From an optimization exercise on the open Yosys and OpenROAD flow, aimed at small area and a short achievable clock period; shortcuts taken in it are not production practice.
No functional check of the RTL was part of any run shown here.
Power and IR drop assume default switching activity.

==> flow/design.v, too long to show whole: its modules and the start of the top module <==
// module IEEE754_Mult: 1184 lines
// module fa: 4 lines
module IEEE754_Mult
(
	input clock,
	input resetn,
	input [31:0] a,
	input [31:0] b,
	output [31:0] y
);
  // ...
==> flow/run.sh <==
#!/bin/bash
# synth_recipe.tcl (not shown) runs the flow's synth.tcl, then flattens the netlist and writes it again
# the make line also repeats each setting of config.mk as NAME=value (left out here)
make -C /OpenROAD-flow-scripts/flow DESIGN_CONFIG=/design/flow/config.mk WORK_HOME=/design/flow/orfs CLKGATE_MAP_FILE= SYNTH_SCRIPT=/design/flow/synth_recipe.tcl finish
==> flow/config.mk <==
export PLATFORM = sky130hd
export DESIGN_NAME = IEEE754_Mult
export DESIGN_NICKNAME = IEEE754_Mult
export VERILOG_FILES = /design/flow/design.v
export SDC_FILE = /design/flow/constraint.sdc
export NUM_CORES = 4
export LEC_CHECK = 0
export CAP_MARGIN = 20
export CORE_MARGIN = 2
export CORE_UTILIZATION = 40
export SETUP_SLACK_MARGIN = 5
export SLEW_MARGIN = 20
export SYNTH_HIERARCHICAL = 1
==> flow/constraint.sdc <==
create_clock -name core_clock -period 11.0 [get_ports {clock}]
set_input_delay 2.2000 -clock core_clock [delete_from_list [all_inputs] [get_ports {clock}]]
set_output_delay 2.2000 -clock core_clock [all_outputs]
set_load 0.01 [all_outputs]
==> flow_summary.toml, run 1 <==
[outcome]
status = "complete, no violations"

[timing]
finalCritPeriodShare_pct = 53.5
worst_slew_pin_slew_ns = 1.22
fin_skew_ns = 0.0151

[drt]
route.met2.wl_um = 22400
vias_per_cell = 5.95
routed-via-count = 12400
ant_nets = 0

[yosys]
yosys_warnings = 7
syn_area_sq_um = 16000
syn_nets = 1979
syn_inst = 1549
synth_top_family_by_area = "adder cells"

[clock_network]
cts_root_buf = "clkbuf_16"
clock_sinks = 112
h-tree-depth = 3
cts_made_buffers = 9

[place]
placed_cell_area_sq_um = 17500
port_buffers = 97

[worst_setup_path]
path_delay_family = "simple AND/OR/NAND/NOR gates"
crit_slowest_cell = "clkdlybuf4s50_1"
crit_fanout = 27
reg2reg_depth = 12
path_depth = 8
worstSetupEndpointType = "primary output"

[cells_and_area]
multi_input_area_sq_um = 12900
final_cell_count_no_fill = 2092
antenna_cells = 0
n_fill_cell = 3809
nClkBuffers = 9
reg_top3 = "ma (23), one (12), two (12)"

[job]
cap_viol_max_count = 0

[pwr]
p_seq_share_pct = 10.3
p_clk_share_pct = 5.2
p_sw_share_pct = 50.6

[min_path]
holdPathStages = 0
==> run 2: changes to the inputs <==
--- a/flow/design.v
+++ b/flow/design.v
@@ -1026,162 +1026,152 @@
 	wire l1P975 = l1P965 & l1P961;
 	wire l1G976 = l1_g[8] | (l1_p[8] & l1G974);
 	wire l1P977 = l1_p[8] & l1P975;
 	wire l1G978 = l1G956 | (l1P957 & l1G974);
 	wire l1P979 = l1P957 & l1P975;
 	wire l1G980 = l1G966 | (l1P967 & l1G974);
 	wire l1P981 = l1P967 & l1P975;
 	wire l1_ones = &l1_p;
-	wire [3:0] b0_x = {c863, c861, c859, c857};
-	wire [3:0] b0_y = {s864, s862, s860, s858};
-	wire [3:0] b0_g = b0_x & b0_y;
-	wire [3:0] b0_p = b0_x ^ b0_y;
+	wire [5:0] b0_x = {c867, c865, c863, c861, c859, c857};
+	wire [5:0] b0_y = {s868, s866, s864, s862, s860, s858};
+	wire [5:0] b0_g = b0_x & b0_y;
+	wire [5:0] b0_p = b0_x ^ b0_y;
 	wire b0G982 = b0_g[1] | (b0_p[1] & b0_g[0]);
 	wire b0P983 = b0_p[1] & b0_p[0];
 	wire b0G984 = b0_g[3] | (b0_p[3] & b0_g[2]);
 	wire b0P985 = b0_p[3] & b0_p[2];
-	wire b0G986 = b0_g[2] | (b0_p[2] & b0G982);
-	wire b0P987 = b0_p[2] & b0P983;
-	wire b0G988 = b0G984 | (b0P985 & b0G982);
-	wire b0P989 = b0P985 & b0P983;
-	wire [3:0] b1_x = {c871, c869, c867, c865};
-	wire [3:0] b1_y = {s872, s870, s868, s866};
-	wire [3:0] b1_g = b1_x & b1_y;
-	wire [3:0] b1_p = b1_x ^ b1_y;
-	wire b1G990 = b1_g[1] | (b1_p[1] & b1_g[0]);
-	wire b1P991 = b1_p[1] & b1_p[0];
-	wire b1G992 = b1_g[3] | (b1_p[3] & b1_g[2]);
-	wire b1P993 = b1_p[3] & b1_p[2];
-	wire b1G994 = b1_g[2] | (b1_p[2] & b1G990);
-	wire b1P995 = b1_p[2] & b1P991;
-	wire b1G996 = b1G992 | (b1P993 & b1G990);
-	wire b1P997 = b1P993 & b1P991;
-	wire [3:0] b2_x = {c879, c877, c875, c873};
-	wire [3:0] b2_y = {s880, s878, s876, s874};
-	wire [3:0] b2_g = b2_x & b2_y;
-	wire [3:0] b2_p = b2_x ^ b2_y;
-	wire b2G998 = b2_g[1] | (b2_p[1] & b2_g[0]);
-	wire b2P999 = b2_p[1] & b2_p[0];
-	wire b2G1000 = b2_g[3] | (b2_p[3] & b2_g[2]);
-	wire b2P1001 = b2_p[3] & b2_p[2];
-	wire b2G1002 = b2_g[2] | (b2_p[2] & b2G998);
-	wire b2P1003 = b2_p[2] & b2P999;
-	wire b2G1004 = b2G1000 | (b2P1001 & b2G998);
-	wire b2P1005 = b2P1001 & b2P999;
-	wire [3:0] b3_x = {c887, c885, c883, c881};
-	wire [3:0] b3_y = {s888, s886, s884, s882};
-	wire [3:0] b3_g = b3_x & b3_y;
-	wire [3:0] b3_p = b3_x ^ b3_y;
-	wire b3G1006 = b3_g[1] | (b3_p[1] & b3_g[0]);
-	wire b3P1007 = b3_p[1] & b3_p[0];
-	wire b3G1008 = b3_g[3] | (b3_p[3] & b3_g[2]);
-	wire b3P1009 = b3_p[3] & b3_p[2];
-	wire b3G1010 = b3_g[2] | (b3_p[2] & b3G1006);
-	wire b3P1011 = b3_p[2] & b3P1007;
-	wire b3G1012 = b3G1008 | (b3P1009 & b3G1006);
-	wire b3P1013 = b3P1009 & b3P1007;
-	wire [3:0] b4_x = {c895, c893, c891, c889};
-	wire [3:0] b4_y = {s896, s894, s892, s890};
-	wire [3:0] b4_g = b4_x & b4_y;
-	wire [3:0] b4_p = b4_x ^ b4_y;
-	wire b4G1014 = b4_g[1] | (b4_p[1] & b4_g[0]);
-	wire b4P1015 = b4_p[1] & b4_p[0];
-	wire b4G1016 = b4_g[3] | (b4_p[3] & b4_g[2]);
-	wire b4P1017 = b4_p[3] & b4_p[2];
-	wire b4G1018 = b4_g[2] | (b4_p[2] & b4G1014);
-	wire b4P1019 = b4_p[2] & b4P1015;
-	wire b4G1020 = b4G1016 | (b4P1017 & b4G1014);
-	wire b4P1021 = b4P1017 & b4P1015;
-	wire [3:0] b5_x = {c903, c901, c899, c897};
-	wire [3:0] b5_y = {s904, s902, s900, s898};
-	wire [3:0] b5_g = b5_x & b5_y;
-	wire [3:0] b5_p = b5_x ^ b5_y;
-	wire b5G1022 = b5_g[1] | (b5_p[1] & b5_g[0]);
-	wire b5P1023 = b5_p[1] & b5_p[0];
-	wire b5G1024 = b5_g[3] | (b5_p[3] & b5_g[2]);
-	wire b5P1025 = b5_p[3] & b5_p[2];
-	wire b5G1026 = b5_g[2] | (b5_p[2] & b5G1022);
-	wire b5P1027 = b5_p[2] & b5P1023;
-	wire b5G1028 = b5G1024 | (b5P1025 & b5G1022);
-	wire b5P1029 = b5P1025 & b5P1023;
-	wire [0:0] b6_x = {c905};
-	wire [0:0] b6_y = {s906};
-	wire [0:0] b6_g = b6_x & b6_y;
-	wire [0:0] b6_p = b6_x ^ b6_y;
+	wire b0G986 = b0_g[5] | (b0_p[5] & b0_g[4]);
+	wire b0P987 = b0_p[5] & b0_p[4];
+	wire b0G988 = b0_g[2] | (b0_p[2] & b0G982);
+	wire b0P989 = b0_p[2] & b0P983;
+	wire b0G990 = b0G984 | (b0P985 & b0G982);
+	wire b0P991 = b0P985 & b0P983;
+	wire b0G992 = b0_g[4] | (b0_p[4] & b0G990);
+	wire b0P993 = b0_p[4] & b0P991;
+	wire b0G994 = b0G986 | (b0P987 & b0G990);
+	wire b0P995 = b0P987 & b0P991;
+	wire [5:0] b1_x = {c879, c877, c875, c873, c871, c869};
+	wire [5:0] b1_y = {s880, s878, s876, s874, s872, s870};
+	wire [5:0] b1_g = b1_x & b1_y;
+	wire [5:0] b1_p = b1_x ^ b1_y;
+	wire b1G996 = b1_g[1] | (b1_p[1] & b1_g[0]);
+	wire b1P997 = b1_p[1] & b1_p[0];
+	wire b1G998 = b1_g[3] | (b1_p[3] & b1_g[2]);
+	wire b1P999 = b1_p[3] & b1_p[2];
+	wire b1G1000 = b1_g[5] | (b1_p[5] & b1_g[4]);
+	wire b1P1001 = b1_p[5] & b1_p[4];
+	wire b1G1002 = b1_g[2] | (b1_p[2] & b1G996);
+	wire b1P1003 = b1_p[2] & b1P997;
+	wire b1G1004 = b1G998 | (b1P999 & b1G996);
+	wire b1P1005 = b1P999 & b1P997;
+	wire b1G1006 = b1_g[4] | (b1_p[4] & b1G1004);
+	wire b1P1007 = b1_p[4] & b1P1005;
+	wire b1G1008 = b1G1000 | (b1P1001 & b1G1004);
+	wire b1P1009 = b1P1001 & b1P1005;
+	wire [5:0] b2_x = {c891, c889, c887, c885, c883, c881};
+	wire [5:0] b2_y = {s892, s890, s888, s886, s884, s882};
+	wire [5:0] b2_g = b2_x & b2_y;
+	wire [5:0] b2_p = b2_x ^ b2_y;
+	wire b2G1010 = b2_g[1] | (b2_p[1] & b2_g[0]);
+	wire b2P1011 = b2_p[1] & b2_p[0];
+	wire b2G1012 = b2_g[3] | (b2_p[3] & b2_g[2]);
+	wire b2P1013 = b2_p[3] & b2_p[2];
+	wire b2G1014 = b2_g[5] | (b2_p[5] & b2_g[4]);
+	wire b2P1015 = b2_p[5] & b2_p[4];
+	wire b2G1016 = b2_g[2] | (b2_p[2] & b2G1010);
+	wire b2P1017 = b2_p[2] & b2P1011;
+	wire b2G1018 = b2G1012 | (b2P1013 & b2G1010);
+	wire b2P1019 = b2P1013 & b2P1011;
+	wire b2G1020 = b2_g[4] | (b2_p[4] & b2G1018);
+	wire b2P1021 = b2_p[4] & b2P1019;
+	wire b2G1022 = b2G1014 | (b2P1015 & b2G1018);
+	wire b2P1023 = b2P1015 & b2P1019;
+	wire [5:0] b3_x = {c903, c901, c899, c897, c895, c893};
+	wire [5:0] b3_y = {s904, s902, s900, s898, s896, s894};
+	wire [5:0] b3_g = b3_x & b3_y;
+	wire [5:0] b3_p = b3_x ^ b3_y;
+	wire b3G1024 = b3_g[1] | (b3_p[1] & b3_g[0]);
+	wire b3P1025 = b3_p[1] & b3_p[0];
+	wire b3G1026 = b3_g[3] | (b3_p[3] & b3_g[2]);
+	wire b3P1027 = b3_p[3] & b3_p[2];
+	wire b3G1028 = b3_g[5] | (b3_p[5] & b3_g[4]);
+	wire b3P1029 = b3_p[5] & b3_p[4];
+	wire b3G1030 = b3_g[2] | (b3_p[2] & b3G1024);
+	wire b3P1031 = b3_p[2] & b3P1025;
+	wire b3G1032 = b3G1026 | (b3P1027 & b3G1024);
+	wire b3P1033 = b3P1027 & b3P1025;
+	wire b3G1034 = b3_g[4] | (b3_p[4] & b3G1032);
+	wire b3P1035 = b3_p[4] & b3P1033;
+	wire b3G1036 = b3G1028 | (b3P1029 & b3G1032);
+	wire b3P1037 = b3P1029 & b3P1033;
+	wire [0:0] b4_x = {c905};
+	wire [0:0] b4_y = {s906};
+	wire [0:0] b4_g = b4_x & b4_y;
+	wire [0:0] b4_p = b4_x ^ b4_y;
 	reg        z2, s2;
 	reg [7:0]  e2;
 	reg lg0, lg1, lp1;
-	reg [3:0] bs0;
+	reg [5:0] bs0;
 	reg bg0;
-	reg [3:0] bs1;
+	reg [5:0] bs1;
 	reg bg1;
-	reg [3:0] bs2;
+	reg [5:0] bs2;
 	reg bg2;
-	reg [3:0] bs3;
+	reg [5:0] bs3;
 	reg bg3;
-	reg [3:0] bs4;
-	reg bg4;
-	reg [3:0] bs5;
-	reg bg5;
-	reg [0:0] bs6;
+	reg [0:0] bs4;
 	always @(posedge clock) begin
 		z2 <= !resetn || z1;
 		s2 <= s1;
 		e2 <= e1;
 		lg0 <= l0G946;
 		lg1 <= l1G980;
 		lp1 <= l1_ones;
-		bs0 <= {(b0_p[3] ^ b0G986), (b0_p[2] ^ b0G982), (b0_p[1] ^ b0_g[0]), (b0_p[0])};
-		bg0 <= b0G988;
-		bs1 <= {(b1_p[3] ^ b1G994), (b1_p[2] ^ b1G990), (b1_p[1] ^ b1_g[0]), (b1_p[0])};
-		bg1 <= b1G996;
-		bs2 <= {(b2_p[3] ^ b2G1002), (b2_p[2] ^ b2G998), (b2_p[1] ^ b2_g[0]), (b2_p[0])};
-		bg2 <= b2G1004;
-		bs3 <= {(b3_p[3] ^ b3G1010), (b3_p[2] ^ b3G1006), (b3_p[1] ^ b3_g[0]), (b3_p[0])};
-		bg3 <= b3G1012;
-		bs4 <= {(b4_p[3] ^ b4G1018), (b4_p[2] ^ b4G1014), (b4_p[1] ^ b4_g[0]), (b4_p[0])};
-		bg4 <= b4G1020;
-		bs5 <= {(b5_p[3] ^ b5G1026), (b5_p[2] ^ b5G1022), (b5_p[1] ^ b5_g[0]), (b5_p[0])};
-		bg5 <= b5G1028;
-		bs6 <= {(b6_p[0])};
+		bs0 <= {(b0_p[5] ^ b0G992), (b0_p[4] ^ b0G990), (b0_p[3] ^ b0G988), (b0_p[2] ^ b0G982), (b0_p[1] ^ b0_g[0]), (b0_p[0])};
+		bg0 <= b0G994;
+		bs1 <= {(b1_p[5] ^ b1G1006), (b1_p[4] ^ b1G1004), (b1_p[3] ^ b1G1002), (b1_p[2] ^ b1G996), (b1_p[1] ^ b1_g[0]), (b1_p[0])};
+		bg1 <= b1G1008;
+		bs2 <= {(b2_p[5] ^ b2G1020), (b2_p[4] ^ b2G1018), (b2_p[3] ^ b2G1016), (b2_p[2] ^ b2G1010), (b2_p[1] ^ b2_g[0]), (b2_p[0])};
+		bg2 <= b2G1022;
+		bs3 <= {(b3_p[5] ^ b3G1034), (b3_p[4] ^ b3G1032), (b3_p[3] ^ b3G1030), (b3_p[2] ^ b3G1024), (b3_p[1] ^ b3_g[0]), (b3_p[0])};
+		bg3 <= b3G1036;
+		bs4 <= {(b4_p[0])};
 	end
 	wire cb0 = lg1 | (lp1 & lg0);
 	wire r0_0 = bs0[0] ^ cb0;
 	wire r0_1 = bs0[1] ^ (cb0 & (&bs0[0:0]));
 	wire r0_2 = bs0[2] ^ (cb0 & (&bs0[1:0]));
 	wire r0_3 = bs0[3] ^ (cb0 & (&bs0[2:0]));
+	wire r0_4 = bs0[4] ^ (cb0 & (&bs0[3:0]));
+	wire r0_5 = bs0[5] ^ (cb0 & (&bs0[4:0]));
 	wire cb1 = bg0 | (cb0 & (&bs0));
 	wire r1_0 = bs1[0] ^ cb1;
 	wire r1_1 = bs1[1] ^ (cb1 & (&bs1[0:0]));
 	wire r1_2 = bs1[2] ^ (cb1 & (&bs1[1:0]));
 	wire r1_3 = bs1[3] ^ (cb1 & (&bs1[2:0]));
+	wire r1_4 = bs1[4] ^ (cb1 & (&bs1[3:0]));
+	wire r1_5 = bs1[5] ^ (cb1 & (&bs1[4:0]));
 	wire cb2 = bg1 | (cb1 & (&bs1));
 	wire r2_0 = bs2[0] ^ cb2;
 	wire r2_1 = bs2[1] ^ (cb2 & (&bs2[0:0]));
 	wire r2_2 = bs2[2] ^ (cb2 & (&bs2[1:0]));
 	wire r2_3 = bs2[3] ^ (cb2 & (&bs2[2:0]));
+	wire r2_4 = bs2[4] ^ (cb2 & (&bs2[3:0]));
+	wire r2_5 = bs2[5] ^ (cb2 & (&bs2[4:0]));
 	wire cb3 = bg2 | (cb2 & (&bs2));
 	wire r3_0 = bs3[0] ^ cb3;
 	wire r3_1 = bs3[1] ^ (cb3 & (&bs3[0:0]));
 	wire r3_2 = bs3[2] ^ (cb3 & (&bs3[1:0]));
 	wire r3_3 = bs3[3] ^ (cb3 & (&bs3[2:0]));
+	wire r3_4 = bs3[4] ^ (cb3 & (&bs3[3:0]));
+	wire r3_5 = bs3[5] ^ (cb3 & (&bs3[4:0]));
 	wire cb4 = bg3 | (cb3 & (&bs3));
 	wire r4_0 = bs4[0] ^ cb4;
-	wire r4_1 = bs4[1] ^ (cb4 & (&bs4[0:0]));
-	wire r4_2 = bs4[2] ^ (cb4 & (&bs4[1:0]));
-	wire r4_3 = bs4[3] ^ (cb4 & (&bs4[2:0]));
-	wire cb5 = bg4 | (cb4 & (&bs4));
-	wire r5_0 = bs5[0] ^ cb5;
-	wire r5_1 = bs5[1] ^ (cb5 & (&bs5[0:0]));
-	wire r5_2 = bs5[2] ^ (cb5 & (&bs5[1:0]));
-	wire r5_3 = bs5[3] ^ (cb5 & (&bs5[2:0]));
-	wire cb6 = bg5 | (cb5 & (&bs5));
-	wire r6_0 = bs6[0] ^ cb6;
-	wire [24:0] m2 = {r6_0, r5_3, r5_2, r5_1, r5_0, r4_3, r4_2, r4_1, r4_0, r3_3, r3_2, r3_1, r3_0, r2_3, r2_2, r2_1, r2_0, r1_3, r1_2, r1_1, r1_0, r0_3, r0_2, r0_1, r0_0};
+	wire [24:0] m2 = {r4_0, r3_5, r3_4, r3_3, r3_2, r3_1, r3_0, r2_5, r2_4, r2_3, r2_2, r2_1, r2_0, r1_5, r1_4, r1_3, r1_2, r1_1, r1_0, r0_5, r0_4, r0_3, r0_2, r0_1, r0_0};
 	wire [7:0]  e2p1 = e2 + 8'd1;
 	wire [7:0]  ey = m2[24] ? e2p1 : e2;
 	wire [22:0] my = m2[24] ? m2[23:1] : m2[22:0];
 	assign y = z2 ? 32'h00000000 : {s2, ey, my};
 endmodule
 module fa (input a, input b, input c, output s, output co);
 	assign s = a ^ b ^ c;
 	assign co = (a & b) | (a & c) | (b & c);
==> run 2 against run 1 <==
Net effect: still clean on timing, DRC and antenna; setup slack improved by 0.15 ns; register-to-register slack got worse by 0.06 ns; sequential share of layout area fell by 0.28 points; critical path type unchanged; largest power group unchanged; highest routed layer is now met4.
==> flow_summary.toml, run 2 <==
[outcome]
status = "complete, no violations"

[grt]
grt_remaining_overflow = 0
grt_antenna_before_repair = 0
grt_pass1_vias = 13000
grtUsageTotal_pct = 23.0
grt_pass1_wl_um = 74700
grt_max_degree = 36

[cells_and_area]
reg_top3 = "ma (23), one (12), two (12)"
antenna_cells = 0
n_fill_cell = 3752
multi_input_area_sq_um = 13000
final_cell_count_no_fill = 2093
largest_reg_flops = 23
post_route_cells_drive_above_1_share_pct = 5.48
synthToLayoutAreaGrowth_pct = 10.9
final_common_cell = "xnor2_1"
nNetsFinal = 1993
final_area_sq_um = 17900
final_cell_mix = "282 x xnor2_1, 269 x fa_1, 263 x a22oi_1, 109 x dfxtp_1, 97 x clkdlybuf4s50_1"
top_register = "ma"
regArea_sq_um = 2200

[place]
dp_cells = 2077
place.gp.congestion = 0.856
port_buffers = 97
placed_cell_area_sq_um = 17500
post-dp-hpwl_um = 32300

[worst_setup_path]
cp.arrival_ns = 3.54
crit_slowest_cell = "clkdlybuf4s50_1"
worst-path-buf-inv = 1
required_ns = 8.80
worstSetupEndpointType = "primary output"
path_cells = "and4_1 -> a41o_2 -> nand4_4 -> a2111oi_4 -> or3_2 -> nor3_1 -> nor4_1 -> clkdlybuf4s50_1"
ff2ff_setup_slack_ns = 5.61
path_class = "reg -> out"
crit_fanout = 27
path_delay_family = "simple AND/OR/NAND/NOR gates"
cp-start-kind = "register"
max_stage_delay_ns = 0.62

[timing]
rsz0062_at_grt = "no"
hold_violations = 0
fin_tns_setup_ns = 0
finalCritPeriodShare_pct = 52.2
clock.fmax_ghz = 0.174
relSlewSlack_pct = 26.2
setup_viol = 0
fin_skew_ns = 0.0242
worst_slew_pin_slew_ns = 1.10
final.min_clock_period_ns = 5.74
maxSlewViolCount = 0

[yosys]
synth-compound-area-share_pct = 17.6
synth_ff_type = "dfxtp_1"
ys_top_cells_by_area = "fa_1 33%, xnor2_1 15%, dfxtp_1 14%, a22oi_1 12%, ha_1 7.4%"
ys_ff_latch = 110
yosys_warnings = 7
yosys.area.top_type_share_pct = 33.4
syn_inst = 1555
yosysMostFrequentCell = "xnor2_1"
synth_commonest_cells = "282 x xnor2_1, 269 x fa_1, 263 x a22oi_1"
synth_edf_count = 0
syn_area_sq_um = 16100
async_flop_share_pct = 0
syn_avg_cell_area_sq_um = 10.4
synth.area.mux_share_pct = 0.396
synthDistinctLibCells = 57
syn_nets = 1985
synth_top_cell_by_area = "fa_1"
yosysSeqAreaShare_pct = 13.7
synthXorXnorAreaFrac_pct = 17.1
yosys.area_share.simple_pct = 5.03
synth_top_family_by_area = "adder cells"
synthAdderAreaFrac_pct = 40.8

[pwr]
leakagePower_nw = 6.77
powerDensity_nw_per_um2 = 375
peakVddDrop_v = 0.000267

[clock_network]
clk_pin_slew_ns = 0.08
insertion_delay_ns = 0.37
cts_tree = "yes"
cts_made_buffers = 9
postCtsSetupBuffers = 0
hold_buffers = 0
cts_buffer_depth = 2
cts_root_buf = "clkbuf_16"
clock_sinks = 110
h-tree-depth = 3

[drt]
dr.first_iter.drc_count = 1003
vias_per_cell = 5.87
drtPass1Iterations = 6
routed_wl_um = 47200
ant_nets = 0
detail_route.wl_per_cell_um = 22.5
remaining_drc_errors = 0
routed-via-count = 12300

[job]
cap_viol_max_count = 0

[floorplanning]
die_w_um = 205
pin_count = 98
start_util_pct = 40.5
die-area_sq_um = 41900
core_sq_um = 39700
fp.dieH_um = 205
core.rowCount = 73

[min_path]
hp-class = "reg -> reg"
run 2: cell count changes in the layout (fill, tap and decap cells not counted), sizes merged, moves of 7 or more:
cell / change
inv: -11
a21oi: +10
a31oi: -7
xnor2: -7
a21o: +7
nor2: -8
run 2: cell type report:
cell class,count,area share [%]
multi-input cells,1219,73.0
flip-flops and latches,110,12.3
repair buffers,150,7.66
well taps,525,3.68
inverters,73,1.53
clock buffers,9,1.26
clock inverters,7,0.539
run 2: final timing paths:
check                           startpoint  depth (start not counted)  endpoint
worst max-delay path                bs0[3]                          8      y[8]
worst min-delay path                 e1[4]                          0     e2[4]
worst max register to register      one[5]                         15    bs1[5]
worst min register to register       e1[4]                          0     e2[4]
run 2: logic make-up after synthesis:
family / count (synthesis)
DFF: 110
xor gates and xnor gates: 315
buffers and inverters: 226
AOI/OAI and AO/OA: 388
muxes: 6
and+or+nand+nor: 146
adders and majority gates: 364
run 2: repair_timing:
action / in CTS / in global routing
endpoints found under the hold margin: 0 / 0
setup endpoints to repair: 1 / 0
resized for setup: 1 / 0
run 2: Yosys stat by module, one instance, submodules excluded:
module | times used | cells | flip-flops and latches | area [sq um]
fa | 256 | 1 | 0 | 20.0
IEEE754_Mult | 1 | 1299 | 110 | 11000
run 2: layer usage:
metal	track usage [%]	part of all wire, %	wire (um)	vias up
li1	-	-	-	5385
met1	32.0	43	20400	6232
met2	36.4	46	21800	604
met3	3.39	7.9	3740	72
met4	7.71	2.6	1210	0
met5	0	0	0	-
run 2: per-stage QoR:
step | setup WS (ns) | hold WS [ns] | total power, W | utilization, %
floorplan | 6.00 | 0.310 | 0.00466 | -
global placement | 5.52 | 0.312 | 0.00636 | 44.1
detailed placement | 5.37 | 0.312 | 0.00642 | 44.1
CTS | 5.24 | 0.326 | 0.00684 | 45.0
global route | 5.03 | 0.334 | 0.00751 | 45.0
finish | 5.26 | 0.327 | 0.00669 | 45.0
run 2: worst register-to-register path: stages, from the launching register on:
cell and delay, ns:
dfxtp_1 1.06, a22oi_1 0.26, xnor2_1 0.22, fa_1 0.52
fa_1 0.43, fa_1 0.46, fa_1 0.51, fa_1 0.42
ha_1 0.20, inv_1 0.07, fa_1 0.17, inv_1 0.07
a21o_1 0.15, a21o_1 0.19, fa_1 0.37, xor2_1 0.17
run 2: report_power, final:
group | internal, W | total [W] | switching (W)
clock network | 0.000183 | 0.000361 | 0.000178
registers | 0.000603 | 0.000699 | 0.0000959
logic | 0.00259 | 0.00563 | 0.00305
==> run 3: changes to the inputs <==
==> flow/flow/run.sh (new file) <==
#!/bin/bash
set -euo pipefail
bash standard.sh SETUP_SLACK_MARGIN=7 finish > standard.log 2>&1
==> flow/standard.sh (new file) <==
#!/bin/bash
# synth_recipe.tcl (not shown) runs the flow's synth.tcl, then flattens the netlist and writes it again
# the make line also repeats each setting of config.mk as NAME=value (left out here)
make -C /OpenROAD-flow-scripts/flow DESIGN_CONFIG=/design/flow/config.mk WORK_HOME=/design/flow/orfs CLKGATE_MAP_FILE= SYNTH_SCRIPT=/design/flow/synth_recipe.tcl "${@:-finish}"
removed: flow/run.sh
==> run 3 against run 2 <==
Net effect: final area increased by 20%; still clean on timing, DRC and antenna; synthesized cell count unchanged; sequential share of layout area down 1.5 points; wire length rose by 26%; count of clock-buffer cells in the layout increased by 1; non-clock buffer count increased by 106; area after synthesis is the same; total power grew 28%; global-route usage up 5.3 points; critical path depth is 3 higher; largest power group unchanged; largest cell class unchanged.
==> flow_summary.toml, run 3 <==
[yosys]
syn_inst = 1555
syn_nets = 1985
yosysSeqAreaShare_pct = 13.7
synth_ff_type = "dfxtp_1"
async_flop_share_pct = 0
yosysMostFrequentCell = "xnor2_1"
yosys.area.top_type_share_pct = 33.4
ys_top_cells_by_area = "fa_1 33%, xnor2_1 15%, dfxtp_1 14%, a22oi_1 12%, ha_1 7.4%"
synth_top_cell_by_area = "fa_1"
syn_avg_cell_area_sq_um = 10.4
yosys_warnings = 7
synth_commonest_cells = "282 x xnor2_1, 269 x fa_1, 263 x a22oi_1"
synthDistinctLibCells = 57
ys_ff_latch = 110
syn_area_sq_um = 16100
synth_edf_count = 0

[worst_setup_path]
timing.rr.start = "ma[17]"
path_class = "reg -> out"
crit_slowest_cell = "a2111oi_4"
path_cells = "and4_4 -> a41o_4 -> nand4_4 -> a2111oi_4 -> buf_4 -> nor3_4 -> buf_12 -> buf_4 -> mux2i_2 -> a2111oi_4 -> buf_2"
required_ns = 8.80
path_delay_family = "compound AO/OA/AOI/OAI gates"
cp.arrival_ns = 2.85
setup.worst_path.start = "bs0[0]"
worstSetupEndpointType = "primary output"
worst-path-buf-inv = 4
crit_fanout = 6
max_stage_delay_ns = 0.36
cp-start-kind = "register"

[floorplanning]
die_w_um = 205
start_util_pct = 40.5
core_sq_um = 39700
fp.dieH_um = 205
die-area_sq_um = 41900
pin_count = 98
core.rowCount = 73

[cells_and_area]
final_util_pct = 54.0
post_route_cells_drive_above_1_share_pct = 31.9
n_fill_cell = 3335
antenna_cells = 0
nNetsFinal = 2100
largest_reg_flops = 23
top_register = "ma"
final_common_cell = "xnor2_1"
synthToLayoutAreaGrowth_pct = 33.2
reg_top3 = "ma (23), one (12), two (12)"
regArea_sq_um = 2330
final_cell_mix = "256 x xnor2_1, 199 x a22oi_1, 188 x fa_1, 88 x ha_1, 81 x fa_2"
multi_input_area_sq_um = 14400

[grt]
grt_antenna_before_repair = 4
grt.busiest_layer = "met2"
grt_pass1_vias = 14200
grt_max_degree = 34
met2_usage_pct = 45.4
met1_usage_pct = 36.1
grt_remaining_overflow = 0
grt_pass1_wl_um = 87800
grtUsageTotal_pct = 28.2
use_met3_pct = 7.45

[drt]
vias_per_cell = 6.13
routed_wl_um = 59200
drtPass1Iterations = 6
routed-via-count = 13500
remaining_drc_errors = 0
dr.first_iter.drc_count = 1522
ant_nets = 0
detail_route.wl_per_cell_um = 26.9

[clock_network]
hold_buffers = 0
cts_made_buffers = 9
insertion_delay_ns = 0.38
clk_pin_slew_ns = 0.08
cts_root_buf = "clkbuf_16"
cts_buffer_depth = 2
clock_sinks = 110
cts_tree = "yes"
h-tree-depth = 3

[timing]
fin_skew_ns = 0.0128
maxSlewViolCount = 0
setup_viol = 0
finalCritPeriodShare_pct = 46.0
final.min_clock_period_ns = 5.05
hold_violations = 0
clock.fmax_ghz = 0.198
worst_slew_pin_slew_ns = 0.936
fin_tns_setup_ns = 0
rsz0062_at_grt = "yes"
relSlewSlack_pct = 37.0

[place]
post-dp-hpwl_um = 34700
port_buffers = 97
place.gp.congestion = 0.883

[pwr]
power_frac_comb_pct = 87.6
switchingPower_w = 0.00410
leakagePower_nw = 8.17
peakVddDrop_v = 0.000376
p_clk_share_pct = 4.0
p_seq_share_pct = 8.4
finalPower_w = 0.00858
internal-power_w = 0.00448
powerDensity_nw_per_um2 = 400
p_sw_share_pct = 47.8

[min_path]
worstHoldStart = "e1[1]"
hp-class = "reg -> reg"

[outcome]
status = "complete, no violations"

[job]
cap_viol_max_count = 0
-- run 3: cell counts after synthesis --
No cell type changed its count.
-- run 3: worst register-to-register path: stages, from the launching register on --
cell,delay [ns]
dfxtp_4,0.43
buf_4,0.18
a22oi_2,0.08
xnor2_1,0.28
fa_2,0.52
fa_2,0.40
fa_2,0.42
fa_1,0.45
fa_1,0.49
ha_2,0.16
inv_2,0.03
fa_2,0.33
inv_2,0.07
a21o_1,0.11
a21o_1,0.15
fa_2,0.44
-- run 3: Yosys stat by module, one instance, submodules excluded --
module,flip-flops and latches,copies in the design,cell area [sq um]
IEEE754_Mult,110,1,11000
fa,0,256,20.0
-- run 3: cell families after synthesis --
logic type / Yosys count / share of synthesized area [%]
multiplexers: 6 / 0.396
adder cells (fa/ha/maj): 364 / 40.8
XOR/XNOR: 315 / 17.1
flip-flops: 110 / 13.7
buffers and inverters: 226 / 5.39
AND/OR/NAND/NOR: 146 / 5.03
AO/OA/AOI/OAI: 388 / 17.6
-- run 3: power groups by stage --
stage / Clock, W / Sequential, W / Combinational, W
detailed placement: 0 / 0.000717 / 0.00600
CTS: 0.000352 / 0.000711 / 0.00725
finish: 0.000346 / 0.000719 / 0.00752
global placement: 0 / 0.000711 / 0.00586
global route: 0.000369 / 0.000730 / 0.00837
floorplan: 0 / 0.000680 / 0.00421
-- run 3: worst paths after layout --
kind,to,slack (ns),depth (start not counted)
worst min-delay path,e2[1],0.33,0
worst max-delay path,y[10],5.95,11
worst max register to register,bs0[4],6.35,15
worst min register to register,e2[1],0.33,0
-- run 3: repair_timing --
item / 4_1_cts / 5_1_grt
endpoints found under the setup margin: 59 / 56
gates resized for setup: 448 / 79
buffers inserted: 56 / 22
pin swaps: 116 / 88
hold endpoints to repair: 0 / 0
cloned: 28 / 3
-- run 3: metrics by stage --
step / cell area (sq um) / cells / setup WS (ns) / hold slack (ns)
2_1_floorplan: 17200 / 1555 / 6.49 / 0.310
3_3_place_gp: 18100 / 2075 / 5.64 / 0.314
3_5_place_dp: 18100 / 2075 / 5.58 / 0.315
4_1_cts: 20900 / 2175 / 5.94 / 0.334
5_1_grt: 21500 / 2200 / 5.81 / 0.344
6_report: 21500 / 2200 / 5.95 / 0.334
-- run 3: layer usage --
layer / wire, um / share of wire [%]
met1: 23100 / 39
met5: 26 / 0.044
met4: 2290 / 3.9
met2: 27500 / 46
met3: 6250 / 11
-- run 3: area by class of cell --
class / instances / share of cell area, %
Multi-Input combinational cell: 1220 / 67.0
Timing Repair Buffer: 256 / 16.4
Sequential cell: 110 / 10.8
Tap cell: 525 / 3.06
Inverter: 73 / 1.28
Clock buffer: 10 / 1.07
Clock inverter: 6 / 0.361
==> run 4: changes to the inputs <==
==> flow/flow/run.sh (replaced) <==
#!/bin/bash
set -euo pipefail
bash standard.sh SETUP_SLACK_MARGIN=6 TNS_END_PERCENT=5 finish > standard.log 2>&1
==> run 4 against run 3 <==
Net effect: still clean on timing, DRC and antenna; clock power is 5% higher; final area fell by 16%; global-route usage decreased by 5.0 points; critical path type unchanged; largest power group unchanged.
==> flow_summary.toml, run 4 <==
[worst_setup_path]
ff2ff_setup_slack_ns = 5.77
worstSetupEndpointType = "primary output"
setup.worst_path.start = "lp1"
reg2reg_depth = 15
r2r_end = "bs1[5]"
crit_fanout = 13
timing.rr.start = "bo[4]"
cp-start-kind = "register"
worstSetupEndpoint = "y[7]"
path_class = "reg -> out"
cp.arrival_ns = 3.05
required_ns = 8.80

[yosys]
synth_commonest_cells = "282 x xnor2_1, 269 x fa_1, 263 x a22oi_1"
synth_edf_count = 0
ys_ff_latch = 110
synth_top_cell_by_area = "fa_1"
yosys.area.top_type_share_pct = 33.4
ys_top_cells_by_area = "fa_1 33%, xnor2_1 15%, dfxtp_1 14%, a22oi_1 12%, ha_1 7.4%"
yosys_warnings = 7
syn_nets = 1985
yosysSeqAreaShare_pct = 13.7
async_flop_share_pct = 0
synthDistinctLibCells = 57
synth_ff_type = "dfxtp_1"
syn_avg_cell_area_sq_um = 10.4
syn_inst = 1555
syn_area_sq_um = 16100
yosysMostFrequentCell = "xnor2_1"

[clock_network]
cts_buffer_depth = 2
cts_tree = "yes"
insertion_delay_ns = 0.37
h-tree-depth = 3
hold_buffers = 0
cts_root_buf = "clkbuf_16"
clock_sinks = 110
clk_pin_slew_ns = 0.08
cts_made_buffers = 9

[drt]
remaining_drc_errors = 0
routed-via-count = 12400
ant_nets = 0
routed_wl_um = 47900
dr.first_iter.drc_count = 1067
detail_route.wl_per_cell_um = 22.8
drtPass1Iterations = 6
vias_per_cell = 5.89

[cells_and_area]
post_route_cells_drive_above_1_share_pct = 7.79
largest_reg_flops = 23
top_register = "ma"
final_cell_mix = "282 x xnor2_1, 269 x fa_1, 263 x a22oi_1, 95 x ha_1, 92 x dfxtp_1"
final_area_sq_um = 18000
nNetsFinal = 2003
synthToLayoutAreaGrowth_pct = 11.9
antenna_cells = 0
final_common_cell = "xnor2_1"
n_fill_cell = 3750
reg_top3 = "ma (23), one (12), two (12)"

[timing]
rsz0062_at_grt = "yes"
relSlewSlack_pct = 48.8
finalCritPeriodShare_pct = 47.7
fin_skew_ns = 0.0233
hold_violations = 0
setup_viol = 0
worst_slew_pin_slew_ns = 0.761
maxSlewViolCount = 0
final.min_clock_period_ns = 5.25
fin_tns_setup_ns = 0
clock.fmax_ghz = 0.191
worst_hold_slack_ns = 0.324

[grt]
grtUsageTotal_pct = 23.3
grt_pass1_vias = 13200
grt_pass1_wl_um = 75600
grt_remaining_overflow = 0
grt_max_degree = 36
grt_antenna_before_repair = 0

[floorplanning]
die_w_um = 205
pin_count = 98
fp.dieH_um = 205
core_sq_um = 39700
core.rowCount = 73
die-area_sq_um = 41900
start_util_pct = 40.5

[outcome]
status = "complete, no violations"

[pwr]
switchingPower_w = 0.00335
p_clk_share_pct = 5.4
powerDensity_nw_per_um2 = 375
internal-power_w = 0.00340
p_seq_share_pct = 10.5
p_sw_share_pct = 49.7
finalPower_w = 0.00675
peakVddDrop_v = 0.000266
leakagePower_nw = 6.90
power_frac_comb_pct = 84.2

[place]
port_buffers = 97
post-dp-hpwl_um = 32300
placed_cell_area_sq_um = 17500
place.gp.congestion = 0.856

[job]
cap_viol_max_count = 0

[min_path]
hp-class = "reg -> reg"
[run 4: cell counts after synthesis]
No cell type changed its count.
[run 4: layer usage]
metal	vias to the layer above	track usage, %	routed length, um
met5	-	0	0
met2	606	36.8	22100
met1	6309	32.5	20700
li1	5403	-	-
met4	0	7.71	1290
met3	79	3.56	3940
[run 4: power groups by stage]
stage                     combinational [W]  clock [W]  sequential [W]
after floorplan                     0.00399          0        0.000672
after global placement              0.00565          0        0.000704
after detailed placement            0.00571          0        0.000708
after CTS                           0.00581   0.000368        0.000703
after global routing                0.00646   0.000381        0.000721
final                               0.00568   0.000362        0.000708
[run 4: per-module statistics from Yosys, one instance, submodules excluded]
module / times used / cells / flip-flops and latches / cell area (sq um)
fa: 256 / 1 / 0 / 20.0
IEEE754_Mult: 1 / 1299 / 110 / 11000
[run 4: worst min path at each step]
stage           from     to  slack, ns  depth (start not counted)
6_report       e1[4]  e2[4]       0.32                          0
5_1_grt        e1[2]  e2[2]       0.33                          0
4_1_cts        e1[4]  e2[4]       0.33                          0
3_5_place_dp   e1[4]  e2[4]       0.31                          0
3_3_place_gp   e1[6]  e2[6]       0.31                          0
2_1_floorplan  e1[0]  e2[0]       0.31                          0
[run 4: worst max-delay path, stage by stage (launching register included)]
cell,delay [ns]
dfxtp_1,0.31
a21o_1,0.22
a41o_4,0.32
nand4_4,0.13
a2111oi_4,0.09
buf_4,0.17
buf_4,0.14
or3_4,0.46
a211oi_2,0.26
clkdlybuf4s50_1,0.58
[run 4: layout make-up]
| type | count | area [sq um] | area share [%] |
|---|---|---|---|
| clock inverters | 7 | 96.3 | 0.535 |
| flip-flops and latches | 110 | 2230 | 12.4 |
| clock buffers | 9 | 225 | 1.25 |
| inverters | 73 | 274 | 1.52 |
| well taps | 525 | 657 | 3.65 |
| repair buffers | 158 | 1420 | 7.90 |
| multi-input cells | 1221 | 13100 | 72.8 |
[run 4: kinds of logic after synthesis]
family | synth area share, %
AOI/OAI and AO/OA | 17.6
xor gates and xnor gates | 17.1
adders and majority gates | 40.8
buffers and inverters | 5.39
DFF | 13.7
muxes | 0.396
and+or+nand+nor | 5.03
[run 4: stage by stage]
| stage | cells | worst slack [ns] | utilization [%] |
|---|---|---|---|
| final | 2103 | 5.75 | 45.4 |
| after floorplan | 1555 | 6.00 | - |
| after global routing | 2103 | 5.64 | 45.4 |
| after CTS | 2103 | 5.74 | 45.2 |
| after global placement | 2077 | 5.52 | 44.1 |
| after detailed placement | 2077 | 5.37 | 44.1 |
[run 4: timing repair]
action,4_1_cts,5_1_grt
pin swaps,5,3
setup endpoints to repair,46,47
gates resized for setup,42,16
gates cloned,2,0
buffers inserted,8,0
==> run 5: changes to the inputs <==
==> flow/flow/run.sh (replaced) <==
#!/bin/bash
set -euo pipefail
bash standard.sh SETUP_SLACK_MARGIN=6.5 TNS_END_PERCENT=1 finish > standard.log 2>&1
==> run 5 against run 4 <==
Net effect: largest cell class unchanged; final area is 1.4% higher; critical endpoint is now y[3]; largest power group unchanged; non-clock buffer count up 4; highest routed layer unchanged; synthesized cell count stayed put; critical path depth up 2.
==> flow_summary.toml, run 5 <==
[outcome]
status = "complete, no violations"

[timing]
worst_slew_pin_slew_ns = 0.635
hold_violations = 0
fin_tns_setup_ns = 0
relSlewSlack_pct = 57.7
maxSlewViolCount = 0
rsz0062_at_grt = "yes"
finalCritPeriodShare_pct = 46.1
setup_ws_ns = 5.93
final.min_clock_period_ns = 5.07
setup_viol = 0
clock.fmax_ghz = 0.197
fin_skew_ns = 0.0171

[yosys]
ys_ff_latch = 110
syn_inst = 1555
synth_ff_type = "dfxtp_1"
syn_nets = 1985
ys_top_cells_by_area = "fa_1 33%, xnor2_1 15%, dfxtp_1 14%, a22oi_1 12%, ha_1 7.4%"
syn_avg_cell_area_sq_um = 10.4
yosys.area.top_type_share_pct = 33.4
synthDistinctLibCells = 57
yosysSeqAreaShare_pct = 13.7
syn_area_sq_um = 16100
synth_top_cell_by_area = "fa_1"
synth_commonest_cells = "282 x xnor2_1, 269 x fa_1, 263 x a22oi_1"
yosysMostFrequentCell = "xnor2_1"
async_flop_share_pct = 0
synth_edf_count = 0
yosys_warnings = 7

[clock_network]
clk_pin_slew_ns = 0.08
cts_tree = "yes"
insertion_delay_ns = 0.38
cts_made_buffers = 9
cts_root_buf = "clkbuf_16"
cts_buffer_depth = 2
clock_sinks = 110
h-tree-depth = 3

[worst_setup_path]
worstSetupEndpointType = "primary output"
crit_fanout = 9
cp.arrival_ns = 2.87
timing.rr.start = "ma[16]"
path_class = "reg -> out"
required_ns = 8.80
ff2ff_setup_slack_ns = 6.05
reg2reg_depth = 15
cp-start-kind = "register"
r2r_end = "bs0[4]"

[floorplanning]
fp.dieH_um = 205
die_w_um = 205
core_sq_um = 39700
pin_count = 98
die-area_sq_um = 41900
start_util_pct = 40.5
core.rowCount = 73

[min_path]
min_to = "s2"
hp-class = "reg -> reg"
holdPathStages = 0
worstHoldStart = "s1"

[cells_and_area]
final_cell_mix = "282 x xnor2_1, 254 x fa_1, 246 x a22oi_1, 95 x ha_1, 91 x dfxtp_1"
synthToLayoutAreaGrowth_pct = 13.4
largest_reg_flops = 23
top_register = "ma"
post_route_cells_drive_above_1_share_pct = 11.1
final_common_cell = "xnor2_1"
reg_top3 = "ma (23), one (12), two (12)"
nNetsFinal = 2007

[job]
cap_viol_max_count = 0

[pwr]
peakVddDrop_v = 0.000348
leakagePower_nw = 7.05
powerDensity_nw_per_um2 = 389

[grt]
grt_max_degree = 34
grt_pass1_vias = 13300
grt_antenna_before_repair = 1
grt_remaining_overflow = 0
grtUsageTotal_pct = 24.9
grt_pass1_wl_um = 79000

[place]
port_buffers = 97
post-place-ws_ns = 5.31
place.gp.congestion = 0.862
post-dp-hpwl_um = 33800

[drt]
routed_wl_um = 51000
drtPass1Iterations = 7
detail_route.wl_per_cell_um = 24.2
routed-via-count = 12600
dr.first_iter.drc_count = 1188
ant_nets = 0
vias_per_cell = 5.96
remaining_drc_errors = 0
[run 5: cell counts after synthesis]
Identical to the previous run, type by type.
[run 5: modules after synthesis, one instance, submodules excluded]
module        flops+latches  cells  area (sq um)  copies in the design
IEEE754_Mult            110   1299         11000                     1
fa                        0      1          20.0                   256
[run 5: per-stage QoR]
step	total power (W)	cells	hold slack, ns	util [%]	area (sq um)
finish	0.00710	2108	0.332	46.0	18300
global route	0.00789	2108	0.344	46.0	18300
CTS	0.00722	2103	0.334	45.6	18100
detailed placement	0.00674	2077	0.312	44.5	17700
global placement	0.00660	2077	0.311	44.5	17700
floorplan	0.00470	1555	0.310	-	16600
[run 5: worst max path at each step]
stage | startpoint | to | slack [ns] | depth (start not counted)
2_1_floorplan | ma[16] | bs1[5] | 6.48 | 17
3_3_place_gp | bs2[3] | y[15] | 5.34 | 8
3_5_place_dp | bs0[3] | y[15] | 5.31 | 8
4_1_cts | bs0[0] | y[30] | 5.82 | 9
5_1_grt | bs0[2] | y[28] | 5.83 | 10
6_report | bs0[2] | y[3] | 5.93 | 11
[run 5: logic make-up (layout without fill, tap and decap cells)]
| family | after synthesis | in the layout | share of synthesized area (%) |
|---|---|---|---|
| simple gates | 146 | 148 | 5.03 |
| mux | 6 | 6 | 0.396 |
| fa+ha+maj | 364 | 364 | 40.8 |
| xor+xnor | 315 | 315 | 17.1 |
| flops | 110 | 110 | 13.7 |
| compound gates | 388 | 388 | 17.6 |
| buf+inv | 226 | 251 | 5.39 |
| other cells | 0 | 1 | 0 |
[run 5: area by class of cell]
cell class | instances | area [sq um]
Fill cell | 3753 | 21500
Multi-Input combinational cell | 1221 | 13300
Sequential cell | 110 | 2240
Timing Repair Buffer | 162 | 1490
Tap cell | 525 | 657
Inverter | 73 | 274
Clock buffer | 9 | 225
Clock inverter | 7 | 96.3
Antenna cell | 1 | 2.50
[run 5: routing by layer]
metal | vias to the layer above | global-route usage [%] | part of all wire, %
met5 | - | 0 | 0
met4 | 0 | 6.88 | 2.0
met3 | 87 | 5.47 | 8.3
met2 | 638 | 40.0 | 47
met1 | 6424 | 33.8 | 42
li1 | 5412 | - | -
[run 5: timing repair]
item,CTS,global route
hold endpoints to repair,0,0
hold buffers,0,0
setup endpoints to repair,50,52
gates resized for setup,69,51
cloned,3,0
buffers inserted,7,4
pin swaps,5,7
[run 5: critical path, stage by stage, from the launching register on]
cell,delay (ns)
dfxtp_2,0.33
and4_4,0.19
a41o_4,0.28
nand4_4,0.13
a2111oi_4,0.08
buf_4,0.17
buf_4,0.14
or3_4,0.45
buf_4,0.18
a21oi_1,0.11
o211a_1,0.18
clkdlybuf4s15_1,0.25
[run 5: power breakdown]
| part | internal [W] | total, W | switching, W |
|---|---|---|---|
| combinational | 0.00272 | 0.00605 | 0.00333 |
| sequential | 0.000608 | 0.000703 | 0.0000945 |
| clock | 0.000168 | 0.000352 | 0.000184 |
| total | 0.00350 | 0.00710 | 0.00361 |
==> run 6: changes to the inputs <==
==> flow/flow/run.sh (replaced) <==
#!/bin/bash
set -euo pipefail
bash standard.sh SETUP_SLACK_MARGIN=7 TNS_END_PERCENT=0 finish > standard.log 2>&1
==> run 6 against run 5 <==
Net effect: still clean on timing, DRC and antenna; maximum frequency unchanged; die area unchanged; critical path depth unchanged; setup slack unchanged; clock power hardly changed; via count did not move; core utilization is the same; largest power group unchanged.
==> flow_summary.toml, run 6 <==
[floorplanning]
pin_count = 98
die-area_sq_um = 41900
core_sq_um = 39700
fp.dieH_um = 205
die_w_um = 205
core.rowCount = 73
start_util_pct = 40.5

[clock_network]
insertion_delay_ns = 0.38
h-tree-depth = 3
clock_sinks = 110
hold_buffers = 0
clk_pin_slew_ns = 0.08
cts_buffer_depth = 2
cts_root_buf = "clkbuf_16"
cts_tree = "yes"
cts_made_buffers = 9

[yosys]
synth-compound-area-share_pct = 17.6
synthDistinctLibCells = 57
yosysSeqAreaShare_pct = 13.7
synth_top_cell_by_area = "fa_1"
syn_inst = 1555
syn_area_sq_um = 16100
yosys.area.top_type_share_pct = 33.4
synth_edf_count = 0
synthAdderAreaFrac_pct = 40.8
synthXorXnorAreaFrac_pct = 17.1
synth_commonest_cells = "282 x xnor2_1, 269 x fa_1, 263 x a22oi_1"
yosys_warnings = 7
syn_nets = 1985
yosys.area_share.simple_pct = 5.03
ys_ff_latch = 110
synth_top_family_by_area = "adder cells"
synth.area.mux_share_pct = 0.396
syn_avg_cell_area_sq_um = 10.4
async_flop_share_pct = 0
ys_top_cells_by_area = "fa_1 33%, xnor2_1 15%, dfxtp_1 14%, a22oi_1 12%, ha_1 7.4%"
synth_ff_type = "dfxtp_1"
yosysMostFrequentCell = "xnor2_1"

[drt]
routed-via-count = 12600
dr.first_iter.drc_count = 1188
routed_wl_um = 51000
detail_route.wl_per_cell_um = 24.2
remaining_drc_errors = 0
drtPass1Iterations = 7
ant_nets = 0
vias_per_cell = 5.96

[place]
port_buffers = 97
post-dp-hpwl_um = 33800
dp_cells = 2077
place.gp.congestion = 0.862

[min_path]
hp-class = "reg -> reg"
min_to = "s2"
worstHoldStart = "s1"
holdPathStages = 0

[pwr]
p_sw_share_pct = 50.8
power_frac_comb_pct = 85.2
internal-power_w = 0.00350
p_seq_share_pct = 9.9
switchingPower_w = 0.00361
finalPower_w = 0.00710
powerDensity_nw_per_um2 = 389
leakagePower_nw = 7.05
p_clk_share_pct = 5.0
peakVddDrop_v = 0.000348

[worst_setup_path]
ff2ff_setup_slack_ns = 6.05
timing.rr.start = "ma[16]"
crit_fanout = 9
path_delay_family = "simple AND/OR/NAND/NOR gates"
required_ns = 8.80
worst-path-buf-inv = 4
worstSetupEndpointType = "primary output"
path_cells = "and4_4 -> a41o_4 -> nand4_4 -> a2111oi_4 -> buf_4 -> buf_4 -> or3_4 -> buf_4 -> a21oi_1 -> o211a_1 -> clkdlybuf4s15_1"
r2r_end = "bs0[4]"
path_class = "reg -> out"
crit_top_cell = "buf_4"
cp-start-kind = "register"
crit_slowest_cell = "or3_4"
reg2reg_depth = 15
cp.arrival_ns = 2.87
max_stage_delay_ns = 0.45

[cells_and_area]
top_register = "ma"
synthToLayoutAreaGrowth_pct = 13.4
final_common_cell = "xnor2_1"
nNetsFinal = 2007
post_route_cells_drive_above_1_share_pct = 11.1
reg_top3 = "ma (23), one (12), two (12)"
final_cell_mix = "282 x xnor2_1, 254 x fa_1, 246 x a22oi_1, 95 x ha_1, 91 x dfxtp_1"
largest_reg_flops = 23
final_cell_count_no_fill = 2108

[timing]
setup_viol = 0
fin_tns_setup_ns = 0
hold_violations = 0
clock.fmax_ghz = 0.197
final.min_clock_period_ns = 5.07
maxSlewViolCount = 0
rsz0062_at_grt = "yes"
finalCritPeriodShare_pct = 46.1
relSlewSlack_pct = 57.7
worst_slew_pin_slew_ns = 0.635
fin_skew_ns = 0.0171

[outcome]
status = "complete, no violations"

[job]
cap_viol_max_count = 0

[grt]
grt_pass1_wl_um = 79000
grt_max_degree = 34
grtUsageTotal_pct = 24.9
grt_remaining_overflow = 0
grt_antenna_before_repair = 1
grt_pass1_vias = 13300
-- run 6: power groups by stage --
stage | Combinational, W | Sequential [W] | Clock [W]
6_report | 0.00605 | 0.000703 | 0.000352
5_1_grt | 0.00680 | 0.000714 | 0.000375
4_1_cts | 0.00617 | 0.000697 | 0.000361
3_5_place_dp | 0.00603 | 0.000704 | 0
3_3_place_gp | 0.00590 | 0.000700 | 0
2_1_floorplan | 0.00403 | 0.000673 | 0
-- run 6: worst max-delay path by stage --
stage,startpoint,endpoint,slack [ns],depth (start not counted)
after floorplan,ma[16],bs1[5],6.48,17
after global placement,bs2[3],y[15],5.34,8
after detailed placement,bs0[3],y[15],5.31,8
after CTS,bs0[0],y[30],5.82,9
after global routing,bs0[2],y[28],5.83,10
final,bs0[2],y[3],5.93,11
-- run 6: modules after synthesis, one instance, submodules excluded --
module / times used / flops+latches / cells / area, sq um
IEEE754_Mult: 1 / 110 / 1299 / 11000
fa: 256 / 0 / 1 / 20.0
-- run 6: layout make-up --
class	count	area (sq um)
Fill cell	3753	21500
Clock inverter	7	96.3
Tap cell	525	657
Clock buffer	9	225
Inverter	73	274
Sequential cell	110	2240
Antenna cell	1	2.50
Multi-Input combinational cell	1221	13300
Timing Repair Buffer	162	1490
-- run 6: metal layers --
metal,wire [um],track usage (%),part of all wire [%],vias up
met4,1020,6.88,2.0,0
met1,21600,33.8,42,6424
met5,0,0,0,-
met2,24100,40.0,47,638
met3,4260,5.47,8.3,87
li1,-,-,-,5412
-- run 6: stage by stage --
stage                     hold WS [ns]  utilization [%]  cell area, sq um  worst slack, ns
final                            0.332             46.0             18300             5.93
after global routing             0.344             46.0             18300             5.83
after CTS                        0.334             45.6             18100             5.82
after detailed placement         0.312             44.5             17700             5.31
after global placement           0.311             44.5             17700             5.34
after floorplan                  0.310                -             16600             6.48
-- run 6: logic make-up after synthesis --
group / Yosys count
flip-flops: 110
AO/OA/AOI/OAI: 388
AND/OR/NAND/NOR: 146
buffers and inverters: 226
XOR/XNOR: 315
multiplexers: 6
adder cells (fa/ha/maj): 364
-- run 6: what timing repair did --
| item | 4_1_cts | 5_1_grt |
|---|---|---|
| gates resized for setup | 69 | 51 |
| gates cloned | 3 | 0 |
| pin swaps | 5 | 7 |
| endpoints found under the setup margin | 60 | 60 |
| buffers inserted | 7 | 4 |
| hold endpoints to repair | 0 | 0 |
==> run 7: changes to the inputs <==
==> flow/flow/run.sh (replaced) <==
#!/bin/bash
set -euo pipefail
bash standard.sh SETUP_SLACK_MARGIN=8 TNS_END_PERCENT=1 finish > standard.log 2>&1
==> run 7 against run 6 <==
Net effect: sequential share of layout area did not move; final cell count did not move; flip-flop and latch count did not move; setup slack did not move; non-clock buffer count did not move; final area did not move; worst hold slack did not move; total power did not move; count of clock-buffer cells in the layout did not move; largest cell class unchanged; highest routed layer unchanged.
==> flow_summary.toml, run 7 <==
[outcome]
status = "complete, no violations"

[drt]
vias_per_cell = 5.96
drtPass1Iterations = 7
ant_nets = 0
routed_wl_um = 51000
routed-via-count = 12600
dr.first_iter.drc_count = 1188
detail_route.wl_per_cell_um = 24.2
remaining_drc_errors = 0

[timing]
fin_tns_setup_ns = 0
final.min_clock_period_ns = 5.07
finalCritPeriodShare_pct = 46.1
maxSlewViolCount = 0
fin_skew_ns = 0.0171
hold_violations = 0
worst_slew_pin_slew_ns = 0.635
relSlewSlack_pct = 57.7
setup_viol = 0
clock.fmax_ghz = 0.197
rsz0062_at_grt = "yes"

[pwr]
peakVddDrop_v = 0.000348
power_frac_comb_pct = 85.2
leakagePower_nw = 7.05
internal-power_w = 0.00350
p_clk_share_pct = 5.0
powerDensity_nw_per_um2 = 389
p_seq_share_pct = 9.9
switchingPower_w = 0.00361
p_sw_share_pct = 50.8

[place]
place.gp.congestion = 0.862
post-dp-hpwl_um = 33800
port_buffers = 97

[yosys]
yosys.area.top_type_share_pct = 33.4
ys_top_cells_by_area = "fa_1 33%, xnor2_1 15%, dfxtp_1 14%, a22oi_1 12%, ha_1 7.4%"
async_flop_share_pct = 0
yosysMostFrequentCell = "xnor2_1"
syn_nets = 1985
synth_edf_count = 0
synthDistinctLibCells = 57
ys_ff_latch = 110
syn_avg_cell_area_sq_um = 10.4
yosysSeqAreaShare_pct = 13.7
synth_top_cell_by_area = "fa_1"
synth_ff_type = "dfxtp_1"
synth_commonest_cells = "282 x xnor2_1, 269 x fa_1, 263 x a22oi_1"
syn_area_sq_um = 16100
syn_inst = 1555
yosys_warnings = 7

[clock_network]
hold_buffers = 0
h-tree-depth = 3
cts_root_buf = "clkbuf_16"
cts_tree = "yes"
clk_pin_slew_ns = 0.08
insertion_delay_ns = 0.38
cts_buffer_depth = 2
clock_sinks = 110
cts_made_buffers = 9

[floorplanning]
start_util_pct = 40.5
core.rowCount = 73
pin_count = 98
die_w_um = 205
fp.dieH_um = 205
die-area_sq_um = 41900
core_sq_um = 39700

[grt]
grt_remaining_overflow = 0
grt_max_degree = 34
grt_pass1_vias = 13300
grtUsageTotal_pct = 24.9
grt_antenna_before_repair = 1
grt_pass1_wl_um = 79000

[cells_and_area]
top_register = "ma"
final_util_pct = 46.0
post_route_cells_drive_above_1_share_pct = 11.1
nNetsFinal = 2007
largest_reg_flops = 23
synthToLayoutAreaGrowth_pct = 13.4
final_cell_mix = "282 x xnor2_1, 254 x fa_1, 246 x a22oi_1, 95 x ha_1, 91 x dfxtp_1"
final_common_cell = "xnor2_1"
reg_top3 = "ma (23), one (12), two (12)"

[worst_setup_path]
crit_fanout = 9
reg2reg_depth = 15
path_class = "reg -> out"
required_ns = 8.80
timing.rr.start = "ma[16]"
worstSetupEndpointType = "primary output"
ff2ff_setup_slack_ns = 6.05
cp-start-kind = "register"
r2r_end = "bs0[4]"
cp.arrival_ns = 2.87

[min_path]
min_to = "s2"
worstHoldStart = "s1"
hp-class = "reg -> reg"
holdPathStages = 0

[job]
cap_viol_max_count = 0
run 7: cell counts in the layout (fill, tap and decap cells not counted):
Identical to the previous run, type by type.
run 7: critical path: stages, from the launching register on:
cell	delay (ns)
dfxtp_2	0.33
and4_4	0.19
a41o_4	0.28
nand4_4	0.13
a2111oi_4	0.08
buf_4	0.17
buf_4	0.14
or3_4	0.45
buf_4	0.18
a21oi_1	0.11
o211a_1	0.18
clkdlybuf4s15_1	0.25
run 7: layer usage:
layer	wire [um]	share of wire, %	global-route usage, %	vias up
met5	0	0	0	-
met4	1020	2.0	6.88	0
met3	4260	8.3	5.47	87
met2	24100	47	40.0	638
met1	21600	42	33.8	6424
li1	-	-	-	5412
run 7: kinds of logic (layout without fill, tap and decap cells):
logic type | Yosys count | after routing | synth area share, %
AOI/OAI and AO/OA | 388 | 388 | 17.6
xor gates and xnor gates | 315 | 315 | 17.1
adders and majority gates | 364 | 364 | 40.8
buffers and inverters | 226 | 251 | 5.39
DFF | 110 | 110 | 13.7
muxes | 6 | 6 | 0.396
other | 0 | 1 | 0
and+or+nand+nor | 146 | 148 | 5.03
run 7: area by class of cell:
cell class,instances,area (sq um)
Clock buffer,9,225
Sequential cell,110,2240
Clock inverter,7,96.3
Tap cell,525,657
Inverter,73,274
Fill cell,3753,21500
Timing Repair Buffer,162,1490
Antenna cell,1,2.50
Multi-Input combinational cell,1221,13300
run 7: stage by stage:
stage / instances / hold slack, ns / setup WS (ns) / instance area, sq um / power, W
5_1_grt: 2108 / 0.344 / 5.83 / 18300 / 0.00789
3_3_place_gp: 2077 / 0.311 / 5.34 / 17700 / 0.00660
2_1_floorplan: 1555 / 0.310 / 6.48 / 16600 / 0.00470
6_report: 2108 / 0.332 / 5.93 / 18300 / 0.00710
4_1_cts: 2103 / 0.334 / 5.82 / 18100 / 0.00722
3_5_place_dp: 2077 / 0.312 / 5.31 / 17700 / 0.00674
run 7: timing repair:
action	4_1_cts	5_1_grt
endpoints found under the setup margin	70	70
cloned	3	0
resized for setup	69	51
setup buffers	7	4
pin swaps	5	7
hold endpoints to repair	0	0
run 7: worst max path at each step:
stage / start / endpoint
2_1_floorplan: ma[16] / bs1[5]
3_3_place_gp: bs2[3] / y[15]
3_5_place_dp: bs0[3] / y[15]
4_1_cts: bs0[0] / y[30]
5_1_grt: bs0[2] / y[28]
6_report: bs0[2] / y[3]
run 7: power by group through the flow:
stage | sequential (W) | combinational, W | clock (W)
after floorplan | 0.000673 | 0.00403 | 0
after global placement | 0.000700 | 0.00590 | 0
after detailed placement | 0.000704 | 0.00603 | 0
after CTS | 0.000697 | 0.00617 | 0.000361
after global routing | 0.000714 | 0.00680 | 0.000375
final | 0.000703 | 0.00605 | 0.000352
run 7: Yosys stat by module (local to each module, per instance):
module | cells inside | flip-flops and latches | cell area (sq um) | times used
fa | 1 | 0 | 20.0 | 256
IEEE754_Mult | 1299 | 110 | 11000 | 1

## port drivers added, routing unchanged
No port has a modelled driver above. Below, the same layouts with a new extraction and two added sets of constraints. Step 1, drivers: a clkbuf_16 drives clock and a buf_2 each remaining input, both assumed. Step 2 adds t to the input delays and takes it off the output delays; t is the mean of the earliest and latest rising clock arrival at the registers after step 1. Input paths then give back, and output paths get back, about the clock's delay inside the block. Slacks: ideal ports / drivers / drivers and shift; pairs: ideal ports / drivers.
| run | t, ns | setup slack, ns | slew at the worst register clock pin (ns) |
|---|---|---|---|
| run 1 | 0.403 | 5.111 / 5.064 / 5.468 | 0.10 / 0.10 |
| run 2 | 0.413 | 5.257 / 5.206 / 5.608 | 0.10 / 0.10 |
| run 3 | 0.421 | 5.945 / 5.894 / 6.316 | 0.08 / 0.08 |
| run 4 | 0.413 | 5.754 / 5.702 / 5.768 | 0.10 / 0.10 |
| run 5 | 0.422 | 5.928 / 5.875 / 6.051 | 0.09 / 0.09 |
| run 6 | 0.422 | 5.928 / 5.875 / 6.051 | 0.09 / 0.09 |
| run 7 | 0.422 | 5.928 / 5.875 / 6.051 | 0.09 / 0.09 |
After both steps every run listed still meets setup and hold.
